Context: an optimization exercise on an open-source flow, tuned for a short achievable clock period and few clock cycles. The choices shown serve that exercise and are no tape-out recipe. Only simulation tests tie the RTL to the original design; equivalence was not proved. No activity file was given, so power comes from the tool's default toggle rates.

### flow/run.sh
#!/bin/bash
# synth_recipe.tcl (not shown) runs the flow's synth.tcl, then flattens the netlist and writes it again
# the make line also repeats each setting of config.mk as NAME=value (left out here)
make -C /OpenROAD-flow-scripts/flow DESIGN_CONFIG=/design/flow/config.mk WORK_HOME=/design/flow/orfs CLKGATE_MAP_FILE= SYNTH_SCRIPT=/design/flow/synth_recipe.tcl finish
### flow/config.mk
export PLATFORM = sky130hd
export DESIGN_NAME = CPU
export DESIGN_NICKNAME = CPU
export VERILOG_FILES = /design/flow/design.v
export SDC_FILE = /design/flow/constraint.sdc
export NUM_CORES = 4
export LEC_CHECK = 0
export CAP_MARGIN = 20
export CORE_MARGIN = 2
export CORE_UTILIZATION = 40
export PLACE_DENSITY = 0.6
export SLEW_MARGIN = 20
### flow/constraint.sdc
create_clock -name core_clock -period 10.0 [get_ports {clk}]
set_input_delay 2.0000 -clock core_clock [delete_from_list [all_inputs] [get_ports {clk}]]
set_output_delay 2.0000 -clock core_clock [all_outputs]
set_load 0.01 [all_outputs]
### flow/design.v
module ALU32 (
    in1, in2, op, out
);
    input wire [31:0] in1, in2;
    input wire [5:0] op;
    output reg [31:0] out;
    always @(*) begin
        case(op)
				1: out <= in1+in2;							 
				2: out <= in1-in2;							 
				3: out <= in1&in2;							 
				4: out <= in1|in2;							 
				5: out <= in1^in2;							 
				6: out <= in1<<in2[4:0];					 
				7: out <= in1>>in2[4:0];					 
				8: out <= $signed(in1)>>>in2[4:0];			 
				9: out <= ($signed(in1)<$signed(in2))? 1:0;	 
				10: out <= (in1<in2)? 1:0;					 
				11: out <= (in1==in2) ? 1:0; 					 
				12: out <= (in1!=in2) ? 1:0; 					 
				13: out <= ($signed(in1)>=$signed(in2))? 1:0;	 
				14: out <= (in1>=in2)? 1:0;					 
				15: out <= in2;
				default: out <= 0;
		  endcase
    end
endmodule
module forwarder(
	input [4:0] rs1,rs2,   
	input [4:0] rd1,rd2,		 
	input rd_valid1,rd_valid2,	
	output reg [1:0] rv1_sel,rv2_sel
);
	always @(*) begin
		if (rs1==rd1 && rd_valid1==1)
			rv1_sel<=1;
		else if (rs1==rd2 && rd_valid2==1) 
			rv1_sel<=2;	
		else
			rv1_sel<=0;
		if (rs2==rd1 && rd_valid1==1)
			rv2_sel<=1; 
		else if (rs2==rd2 && rd_valid2==1) 
			rv2_sel<=2; 
		else
			rv2_sel<=0; 
	end
endmodule
module shifter(
    input [31:0] rv2,
    output reg [31:0] mod_drdata,
    input [4:0] ld_st,
    input [31:0] daddr,
    input [31:0] drdata,
    output reg [3:0] we,
    output reg [31:0] dwdata
);
    always @(*) begin
    dwdata<=0;
    mod_drdata<=0;
    we<=0;
    casez({ld_st[1:0],daddr[1:0]}) 
        4'b0100: begin dwdata[7:0]  <=rv2[7:0];  we<=1; end
        4'b0101: begin dwdata[15:8] <=rv2[7:0];  we<=2; end
        4'b0110: begin dwdata[23:16]<=rv2[7:0];  we<=4; end
        4'b0111: begin dwdata[31:24]<=rv2[7:0];  we<=8; end
        4'b100z: begin dwdata[15:0] <=rv2[15:0]; we<=3; end
        4'b101z: begin dwdata[31:16]<=rv2[15:0]; we<=12; end
        4'b11zz: begin dwdata<=rv2; we<=15; end
    endcase
    casez({ld_st[3:2],daddr[1:0]}) 
        4'b0100: mod_drdata <= {{24{ld_st[4]? 1'b0:drdata[7]}},drdata[7:0]};
        4'b0101: mod_drdata <= {{24{ld_st[4]? 1'b0:drdata[15]}},drdata[15:8]};
        4'b0110: mod_drdata <= {{24{ld_st[4]? 1'b0:drdata[23]}},drdata[23:16]};
        4'b0111: mod_drdata <= {{24{ld_st[4]? 1'b0:drdata[31]}},drdata[31:24]};
        4'b100z: mod_drdata <= {{16{ld_st[4]? 1'b0:drdata[15]}},drdata[15:0]};
        4'b101z: mod_drdata <= {{16{ld_st[4]? 1'b0:drdata[31]}},drdata[31:16]};
        4'b11zz: mod_drdata <= drdata;
    endcase
    end
endmodule
module Decoder (
    input [31:0] idata,
    output reg [5:0] op,         
    output reg alu_in2_sel,
    output reg [31:0] imm,
    output reg [4:0] ld_st,     
    output reg [1:0] rd_sel,
    output we_rf,            
    output reg [1:0] pc_sel     
);
    reg rf_we;
    assign we_rf = rf_we&(idata[11:7]!=0);
    always @(*) begin
        imm<=0;
        op<=0;
        alu_in2_sel<=1; 
        rd_sel<=0;   
        rf_we<=0;    
        pc_sel<=0;   
        ld_st<=0;
        casez (idata[6:0])
            7'b0110111: begin  
                            imm <= idata&32'hfffff000;
                            op <= 15;
                            rf_we<=1;
                        end
            7'b0010111: begin  
                            imm <= idata&32'hfffff000;
                            rd_sel <= 3;
                            rf_we<=1;
                        end 
            7'b1101111: begin   
                            rf_we <= 1;
                            rd_sel <= 2;
                            pc_sel <= 1;
                            imm <= {{12{idata[31]}},idata[19:12],idata[20],idata[30:21],1'b0};
                        end
            7'b1100111: begin  
                            rf_we <= 1;
                            rd_sel <= 2;
                            pc_sel <= 2;  
                            op<=1;        
                            imm <= {{20{idata[31]}},idata[31:20]};
                        end
            7'b1100011: begin
                            imm <= {{20{idata[31]}},idata[7],idata[30:25],idata[11:8],1'b0};
                            case (idata[14:12])
                                3'b000 : op<=11;     
                                3'b001 : op<=12;     
                                3'b100 : op<=9;      
                                3'b101 : op<=13;     
                                3'b110 : op<=10;      
                                3'b111 : op<=14;     
                                default: op<=0;
                            endcase
                            alu_in2_sel<=0;  
                            pc_sel <=3;  
                        end
            7'b0000011: begin 
                        imm <= {{20{idata[31]}},idata[31:20]}; 
                        op<=1 ;  
                        rd_sel<=1;
                        ld_st[4]<=idata[14];  
                        rf_we<=1;  
                        casez (idata[14:12])
                            3'bz00: ld_st[3:2]<=1;  
                            3'bz01: ld_st[3:2]<=2;  
                            3'b010: ld_st[3:2]<=3;    
                            default: begin ld_st[3:2]<=0;
                                        rf_we<=0; 
                                     end
                        endcase
                        end
            7'b0100011: begin  
                        imm <= {{20{idata[31]}},idata[31:25],idata[11:7]};
                        op<=1;
                        case (idata[14:12])
                            3'b000: ld_st[1:0]<=1;
                            3'b001: ld_st[1:0]<=2;
                            3'b010: ld_st[1:0]<=3;
                            default: begin ld_st[1:0]<=0;
                                     end
                        endcase                     
                        end
            7'b0010011: begin
                rf_we <= 1;  
                rd_sel <= 0;  
                alu_in2_sel <=1; 
                casez({idata[31:25],idata[14:12]})
                    10'bzzzzzzz000: begin op<=1;  
                                        imm <= {{20{idata[31]}},idata[31:20]};
                                    end
                    10'bzzzzzzz010: begin op<=9;  
                                        imm <= {{20{idata[31]}},idata[31:20]};
                                    end
                    10'bzzzzzzz011: begin op<=10;  
                                        imm <= {{20{idata[31]}},idata[31:20]};  
                                    end
                    10'bzzzzzzz100: begin op<=5;  
                                        imm <= {{20{idata[31]}},idata[31:20]};  
                                    end
                    10'bzzzzzzz110: begin op<=4;  
                                        imm <= {{20{idata[31]}},idata[31:20]};
                                    end
                    10'bzzzzzzz111: begin op<=3;  
                                        imm <= {{20{idata[31]}},idata[31:20]};
                                    end
                    10'b0000000001: begin op<=6;  
                                        imm <= {27'b0,idata[24:20]};
                                    end 
                    10'b0000000101: begin op<=7;  
                                        imm <= {27'b0,idata[24:20]};
                                    end
                    10'b0100000101: begin op<=8;  
                                        imm <= {27'b0,idata[24:20]};
                                    end
                    default: rf_we <= 0; 
                endcase
                end
            7'b0110011: begin
                rf_we <= 1;
                rd_sel <= 0;  
                alu_in2_sel <=0;
                case({idata[31:25],idata[14:12]})
                    10'b0000000000: op<=1;  
                    10'b0100000000: op<=2;  
                    17'b0000000001: op<=6;  
                    17'b0000000010: op<=9;  
                    17'b0000000011: op<=10;  
                    17'b0000000100: op<=5;  
                    17'b0000000101: op<=7;  
                    17'b0100000101: op<=8;  
                    17'b0000000110: op<=4;  
                    17'b0000000111: op<=3;  
                    default: rf_we<=0;
                endcase
                end
            default: op<=0;
        endcase
    end
endmodule
module RF (
    input wire [4:0] rs1,rs2,rd,
    input wire we,
    input clk,
    input wire [31:0] rwdata,
    output wire [31:0] rv1,rv2,x31
);
    reg[31:0] rf_mem [0:31];
    assign x31 = rf_mem[5'b11111];
    assign rv1 = (rs1!=0) ? rf_mem[rs1] : 32'b0;
    assign rv2 = (rs2!=0) ? rf_mem[rs2] : 32'b0;
    always @(posedge clk) begin
        if (we==1) begin
            if(rd)
                rf_mem[rd]<=rwdata;
            else
                rf_mem[rd]<=0;
        end
    end
endmodule
module stage1(
    input clk,reset,
    input stall, 
    input [31:0] idata, 
    output [31:0] idata_out, 
    input branch_taken, 
    input [31:0] branch_addr, 
    output [31:0] iaddr,
    output reg [31:0] pc,
    output [31:0] address_predicted,
	 output reg [31:0]imm
);
    assign iaddr = pc;
    assign idata_out = idata;
    assign address_predicted = pc + imm;
    always @(*) begin
        imm <= 32'h4;
        case(idata[6:0])
            7'b1101111 : imm <= {{12{idata[31]}},idata[19:12],idata[20],idata[30:21],1'b0}; 
            7'b1100011 : imm <= {{20{idata[31]}},idata[7],idata[30:25],idata[11:8],1'b0}; 
        endcase
    end
    always @(posedge clk) begin
        if(reset) begin
            pc <= 0;
        end else begin
            casez ({stall,branch_taken})
                2'b0z : pc <= pc;                
                2'b10 : pc <= address_predicted; 
					 2'b11 : pc <= branch_addr;       
            endcase
        end
    end
endmodule
module stage2(
	input [31:0] idata, 
	input branch_taken, state1,  
    output [1:0] rd_sel,
    output reg [1:0] pc_sel,
	output alu_in2_sel,
	output [5:0] op,
	output [31:0] imm,
	output reg [4:0] ld_st,
  	output [4:0] rs1,rs2,rd,
    output reg we_rf,            
	output reg next_state1,
	input we_rf_prev,
	input [1:0] rd_sel_prev,
	input [4:0] rd_prev,
	output reg nop,
	output reg stall
);
	wire [4:0] ld_st_d; 
	wire we_rf_d;	    
	wire [1:0] pc_sel_d; 
	Decoder dut(.idata(idata),.op(op),.alu_in2_sel(alu_in2_sel),.imm(imm),
			.ld_st(ld_st_d),.rd_sel(rd_sel),.pc_sel(pc_sel_d),.we_rf(we_rf_d));
	assign rs1 = idata[19:15];
	assign rs2 = idata[24:20];
	assign rd  = idata[11:7];
	always @ (*) begin
		case((rd_sel_prev==2'b01)&&(we_rf_prev)&&((rs1==rd_prev)||(rs2==rd_prev)))
			1'b0 : stall = 1;  
			1'b1 : stall = 0;  
		endcase
		casez({branch_taken,state1}) 
			2'b1z : begin next_state1 = 1; nop = 1; end
			2'b01 : begin next_state1 = 0; nop = 1; end
			2'b00 : begin next_state1 = 0; nop = 0; end		
		endcase
		case({nop}) 
			1'b0: begin we_rf=we_rf_d; ld_st=ld_st_d;pc_sel=pc_sel_d; end
			default: begin we_rf=0; ld_st=0;pc_sel=0; end
		endcase
		if (nop || !stall) begin
			we_rf=0;
			ld_st=0;
			pc_sel=0;
		end else begin
			we_rf=we_rf_d;
			ld_st=ld_st_d;
			pc_sel=pc_sel_d;
			end
	end
endmodule
module stage3(
    input [5:0] op,
    input alu_in2_sel,
    input [31:0] imm,  
    output [31:0] alu_out,
    input [31:0] rv1, rv2,
    input [4:0] rs1,rs2,
    input [4:0] rd_em,
    input [31:0] rwdata_em,
    input rd_valid_em,  
    input [4:0] rd_mw,
    input [31:0] rwdata_mw,
    input rd_valid_mw,
    output reg [31:0] frv2, 
    input we_rf, 
    input [1:0] rd_sel,
    output reg rd_valid,
    output reg [31:0] rwdata,
    input [31:0] pc,
    input [1:0] pc_sel,
    input [31:0] address_predicted,
    output reg branch_taken,
    output reg [31:0] branch_address
);
    reg [31:0] in2;
    reg [31:0] frv1;
    wire [1:0] rv1_sel,rv2_sel;
    ALU32 a1(.in1(frv1),.in2(in2),.op(op),.out(alu_out));
    forwarder alu_f1(.rs1(rs1),.rs2(rs2),.rd1(rd_em),.rd2(rd_mw),
        .rd_valid1(rd_valid_em),.rd_valid2(rd_valid_mw),
        .rv1_sel(rv1_sel),.rv2_sel(rv2_sel));
    always @(*) begin
        case(rv1_sel)
            1: frv1 = rwdata_em;
            2: frv1 = rwdata_mw;
            default: frv1 = rv1;
        endcase
        case(rv2_sel)
            1: frv2 = rwdata_em;
            2: frv2 = rwdata_mw;
            default: frv2 = rv2;
        endcase
        case(alu_in2_sel)
            1'b0: in2=frv2;
            1'b1: in2=imm;
        endcase
        rd_valid = 0;
        rwdata = 0;
            case({we_rf,rd_sel})
                3'b100 : begin rd_valid=1; rwdata=alu_out; end           
                3'b110 : begin rd_valid=1; rwdata=pc+4; end  
                3'b111 : begin rd_valid=1; rwdata=pc+imm; end  
            endcase
        casez(pc_sel)
            2'b00 : begin branch_address = pc+4; end 
            2'b01 : begin branch_address = pc+imm; end 
            2'b10 : begin branch_address = (alu_out)&32'hfffffffe; end  
            2'b11 : case (alu_out[0])
                        1'b0: branch_address = pc+4;
                        1'b1: branch_address = pc + imm;
                    endcase
        endcase
        branch_taken = ((pc_sel!=0)&&(branch_address!=address_predicted));
    end
endmodule
module stage4(
	input [1:0] rd_sel,
	input [31:0] rwdata_em,
	input [31:0] rv2,
	output reg [31:0] rwdata,
	input [31:0] daddr,
    input [4:0] ld_st,
	input [31:0] drdata,
	output [3:0] we,
	output [31:0] dwdata
);
	wire [31:0] mod_drdata;
	shifter s1(.rv2(rv2),.mod_drdata(mod_drdata),.ld_st(ld_st),.daddr(daddr),
			   .drdata(drdata),.we(we),.dwdata(dwdata));
	always @(*) begin
		casez(rd_sel)
			2'b01 : rwdata <= mod_drdata;
			default : rwdata <= rwdata_em;
		endcase
	end
endmodule
module CPU(
    input clk,
    input reset,
    input [31:0] idata,    
    output [31:0] iaddr,   
    input [31:0] drdata,   
    output [31:0] daddr,   
    output [31:0] dwdata,  
    output [3:0] we,       
    output [31:0] x31,
    output [31:0] pc
);  
wire stall;
wire nop;
wire [31:0] imm;
    wire [95:0] wire1;
    wire [192:0] wire2;
    wire [174:0] wire3;
    wire [37:0] wire4;
    reg [95:0] buf1;
    reg [192:0] buf2;
    reg [141:0] buf3;
    reg [37:0] buf4;
	 wire wireconstants;
assign daddr = buf3[102:71];
    stage1 I1(.clk(clk),.reset(reset),.idata(idata),.idata_out(wire1[63:32]),
        .address_predicted(wire1[95:64]),.branch_taken(wire3[110]),
        .branch_addr(wire3[142:111]),.iaddr(iaddr),.pc(wire1[31:0]),.stall(stall),.imm(imm[31:0]));
    stage2 I2 (.idata(buf1[63:32]),.branch_taken(wire3[110]),.state1(buf2[0]),
        .rd_sel(wire2[154:153]),.pc_sel(wire2[152:151]),.alu_in2_sel(wire2[7]),.op(wire2[6:1]),
        .imm(wire2[39:8]),.ld_st(wire2[160:156]),.rs1(wire2[108:104]),.rs2(wire2[113:109]),.rd(wire2[118:114]),
        .we_rf(wire2[155]),.next_state1(wire2[0]),
        .we_rf_prev(buf2[155]),.rd_sel_prev(buf2[154:153]),.rd_prev(buf2[118:114]),.stall(stall),.nop(nop));
    RF R1(.rs1(wire2[108:104]),.rs2(wire2[113:109]),
        .clk(clk),.rv1(wire2[71:40]),.rv2(wire2[103:72]),.x31(x31),
        .rd(wire4[4:0]),.we(wire4[37]),.rwdata(wire4[36:5]));
    stage3 I3(.op(buf2[6:1]),
              .alu_in2_sel(buf2[7]),
              .imm(buf2[39:8]),
              .alu_out(wire3[102:71]),
              .rv1(buf2[71:40]),
              .rv2(buf2[103:72]),
              .rs1(buf2[108:104]),
              .rs2(buf2[113:109]),
              .rd_em(buf3[4:0]),
              .rwdata_em(buf3[36:5]),
              .rd_valid_em(buf3[37]),
              .rd_mw(buf4[4:0]),
              .rwdata_mw(buf4[36:5]),
              .rd_valid_mw(buf4[37]),
              .frv2(wire3[70:39]),
              .we_rf(buf2[155]),
              .rd_sel(buf2[154:153]),
              .rd_valid(wire3[37]),
              .rwdata(wire3[36:5]),
              .pc(buf2[150:119]),
              .pc_sel(buf2[152:151]),
              .branch_taken(wire3[110]),
              .branch_address(wire3[142:111]),
              .address_predicted(buf2[192:161])
              );
    stage4 I4(.rd_sel(buf3[109:108]),
              .rwdata_em(buf3[36:5]),
              .rv2(buf3[70:39]),
              .rwdata(wire4[36:5]),
              .ld_st(buf3[107:103]),
              .drdata(drdata),
              .we(we),
              .daddr(buf3[102:71]),
              .dwdata(dwdata)
              );
assign pc = wire1[31:0];
assign wire2[192:161] = buf1[95:64]; 
assign wire2[150:119] = buf1[31:0]; 
assign wire3[174:143] = buf2[192:161];  
assign wire3[4:0] = buf2[118:114]; 
assign wire3[38] = buf2[155]; 
assign wire3[107:103] = buf2[160:156]; 
assign wire3[109:108] = buf2[154:153]; 
assign wire4[4:0] = buf3[4:0]; 
assign wire4[37] = buf3[38]; 
always @(posedge clk) begin
    if(reset) begin
        buf1 <= 0;
        buf2 <= 0;
        buf3 <= 0;
        buf4 <= 0;
    end else begin
        if(stall) begin 
            buf1 <= wire1;
        end
            buf2 <= wire2;
            buf3 <= wire3[109:0];
            buf4 <= wire4;
    end
end
endmodule
==> impl_metrics.yaml <==
outcome:
  status: "finished clean"
pwr:
  power-per-cell-area_nw_per_um2: 150
  p_leak_nw: 31.2
  peakVddDrop_mv: 0.180
timing:
  finalHoldViolations: 0
  finalClockSkew_ps: 81.0
  min_period_ps: 8850
  setup_ws_ps: 1150
  period_share_pct: 88.5
  finalSetupViolations: 0
  slew_headroom_pct: 16.3
  worst_slew_pin_slew_ps: 1250
  tns_ps: 0
  clock.fmax_mhz: 113
  finalMaxSlewViolations: 0
  rsz0062_at_grt: "false"
global_routing:
  overflow: 0
  grt_pass1_wl_um: 483000
  grt_usage_pct: 32.1
  grt_pass1_vias: 63900
  grt_max_degree: 105
  antenna_found_initial: 14
drt:
  drc: 0
  drt-wirelength-per-cell_um: 35.0
  drtIter0Drc: 9438
  routed_wl_um: 344000
  dr.pass1.iters: 10
  postRouteAntennaNets: 0
  via_count: 65800
  via_per_inst: 6.69
hold_path:
  hold_path.class: "reg2reg"
  worstHoldStart: "buf1[12]$_SDFFE_PP0N_"
floorplanning:
  core_area_um2: 204000
  die_x_um: 456
  start_util_pct: 40.1
  rows: 166
  pin_count: 230
  die_h_um: 456
  die-area_um2: 208000
synth:
  yosys.area.top_type: "edfxtp_1"
  synth_ff_type: "edfxtp_1"
  synth_area_um2: 81800
  synth_top_area_share_pct: 37.6
  synth_edf_count: 1024
  synth_area_leaders: "edfxtp_1, mux4_2, dfxtp_1, mux2i_1, a21oi_1"
  synth_cells: 6965
  synthArstFlopShare_pct: 0
  synth_nets: 7194
  synth_seq_cells: 1489
  synth_warnings: 10
  synth_area_per_cell_um2: 11.8
  synth_seq_area_share_pct: 48.9
  ys_types: 108
cells_and_area:
  fin_nets: 7243
  mostFrequentLayoutCell: "edfxtp_1"
  multi_input_area_um2: 39500
  fillers: 18600
  drive_above_1_share_pct: 17.3
  seq_area_um2: 40100
  layout_common_cells: "edfxtp_1, mux4_2, nand2_1"
  syn2layout_area_growth_pct: 13.2
cts:
  htree_levels: 4
  clk_pin_slew_worst_paths_ps: 60
  post_cts_buffers: 0
  cts_made_buffers: 155
  cts_tree: "yes"
  cts_hold_buffers: 0
  cts_root_buf: "clkbuf_16"
  clock_path_buffers: 3
  cts_resized: 0
  clkSinkCount: 1489
  insertion_delay_ps: 850
placement:
  port-buffer-count: 229
  pre_cts_slack_ps: 1370
  hpwl_um: 231000
  gp_congestion: 1.01
run:
  maxCapViolations: 0
critical_path:
  cp.arrival_ps: 9550
  r2r_start: "buf3[2]$_SDFF_PP0_"
  cpPeakStageDelay_ps: 760
  criticalPathCategory: "reg2reg"
  cp_slowest_cell: "o31ai_1"
  cp-end-kind: "register"
  reg2reg_slack_ps: 1150
  critPathLaunchType: "register"
  crit_start: "buf3[2]$_SDFF_PP0_"
  path_max_fanout: 25
  crit_required_ps: 10700
[cells in the mapped netlist, types with 99 or more instances]
cell type  number
a21oi_1       471
o22ai_1       101
inv_1         135
edfxtp_1     1024
mux2i_1       246
mux4_2        477
mux2_2         99
o21ai_0       251
ha_1          159
nor2_1        507
buf_1         107
nor2b_1       137
nand3_1       166
and2_1         99
clkbuf_1      367
nand2_1       474
nor3_1        159
dfxtp_1       465
[worst max-delay path: cells and delay by family, from the launching register on]
| family | cells | cell delay [ps] |
|---|---|---|
| DFF | 1 | 560 |
| AOI/OAI and AO/OA | 6 | 2390 |
| buffers and inverters | 2 | 410 |
| xor gates and xnor gates | 1 | 200 |
| muxes | 1 | 410 |
| adders and majority gates | 1 | 460 |
| and+or+nand+nor | 15 | 4280 |
[area by class of cell]
type / instances / share of cell area, %
clock inverters: 75 / 0.813
flip-flops and latches: 1489 / 43.3
inverters: 142 / 0.575
clock buffers: 203 / 4.56
diodes: 6 / 0.0162
multi-input cells: 4761 / 42.6
repair buffers: 465 / 4.48
well taps: 2688 / 3.63
[report_power, final]
part           total [W]  switching (W)  internal (W)
combinational    0.00153        0.00100      0.000531
clock            0.00574        0.00260       0.00314
sequential       0.00665      0.0000939       0.00655
[logic make-up after synthesis]
group	synth area share, %
xor+xnor	1.42
fa+ha+maj	2.53
mux	17.5
compound gates	15.2
simple gates	10.8
buf+inv	3.61
flops	48.9
[per-stage QoR]
stage	instance area (um^2)	utilization [%]	power, W	hold WS, ps	std cells
2_1_floorplan	81800	-	0.00763	414	6965
3_5_place_dp	87500	42.9	0.00825	442	9543
4_1_cts	92400	45.3	0.0139	434	9821
5_1_grt	92600	45.4	0.0142	443	9823
6_report	92600	45.4	0.0139	432	9829
3_3_place_gp	87400	42.9	0.00825	435	9543
[path summary, 6_finish.rpt]
kind | to | cells after the start
setup reg to reg | buf2[158]$_SDFF_PP0_ | 26
hold / removal | buf2[131]$_SDFF_PP0_ | 1
hold reg to reg | buf2[131]$_SDFF_PP0_ | 1
setup / recovery | buf2[158]$_SDFF_PP0_ | 26
[state kept, by name (all words and copies together) (netlist names)]
name / cells
buf2: 190
I1.pc: 32
buf4: 38
buf1: 95
R1.rf_mem: 1024
buf3: 110
[per-layer routing]
layer | wire [um] | up-vias | part of all wire, % | track usage [%]
met5 | 129 | - | 0.037 | 0.0230
met4 | 26000 | 18 | 7.6 | 20.1
met3 | 37600 | 1095 | 11 | 8.68
met2 | 153000 | 4307 | 44 | 49.2
met1 | 128000 | 33000 | 37 | 40.4
li1 | - | 27400 | - | -
Testbench counts, summed over its fixed seeds: cycles 500,655.

[separate check: timing with driven ports]
Ports are ideal in the flow. The routed layout listed here was re-timed in OpenROAD. Step 1: set_driving_cell puts a clkbuf_16 on clk and a buf_2 on each other input, an assumption about the parent block. Step 2 times the ports against the registers' clock, not the clock port: input delays grow and output delays shrink by t, the midpoint of the rising clock arrivals with the driver on. a / b / c = ideal ports / drivers / drivers and shift; a / b = the first two.
t (ns): 0.906
slack for setup (ns): 1.153 / 1.153 / 1.153
worst register clock-pin slew, ns: 0.08 / 0.08
After both steps setup and hold are still met in this run. The setup slack of this run moves by 0.000 ns with the drivers and by 0.000 ns with both steps.
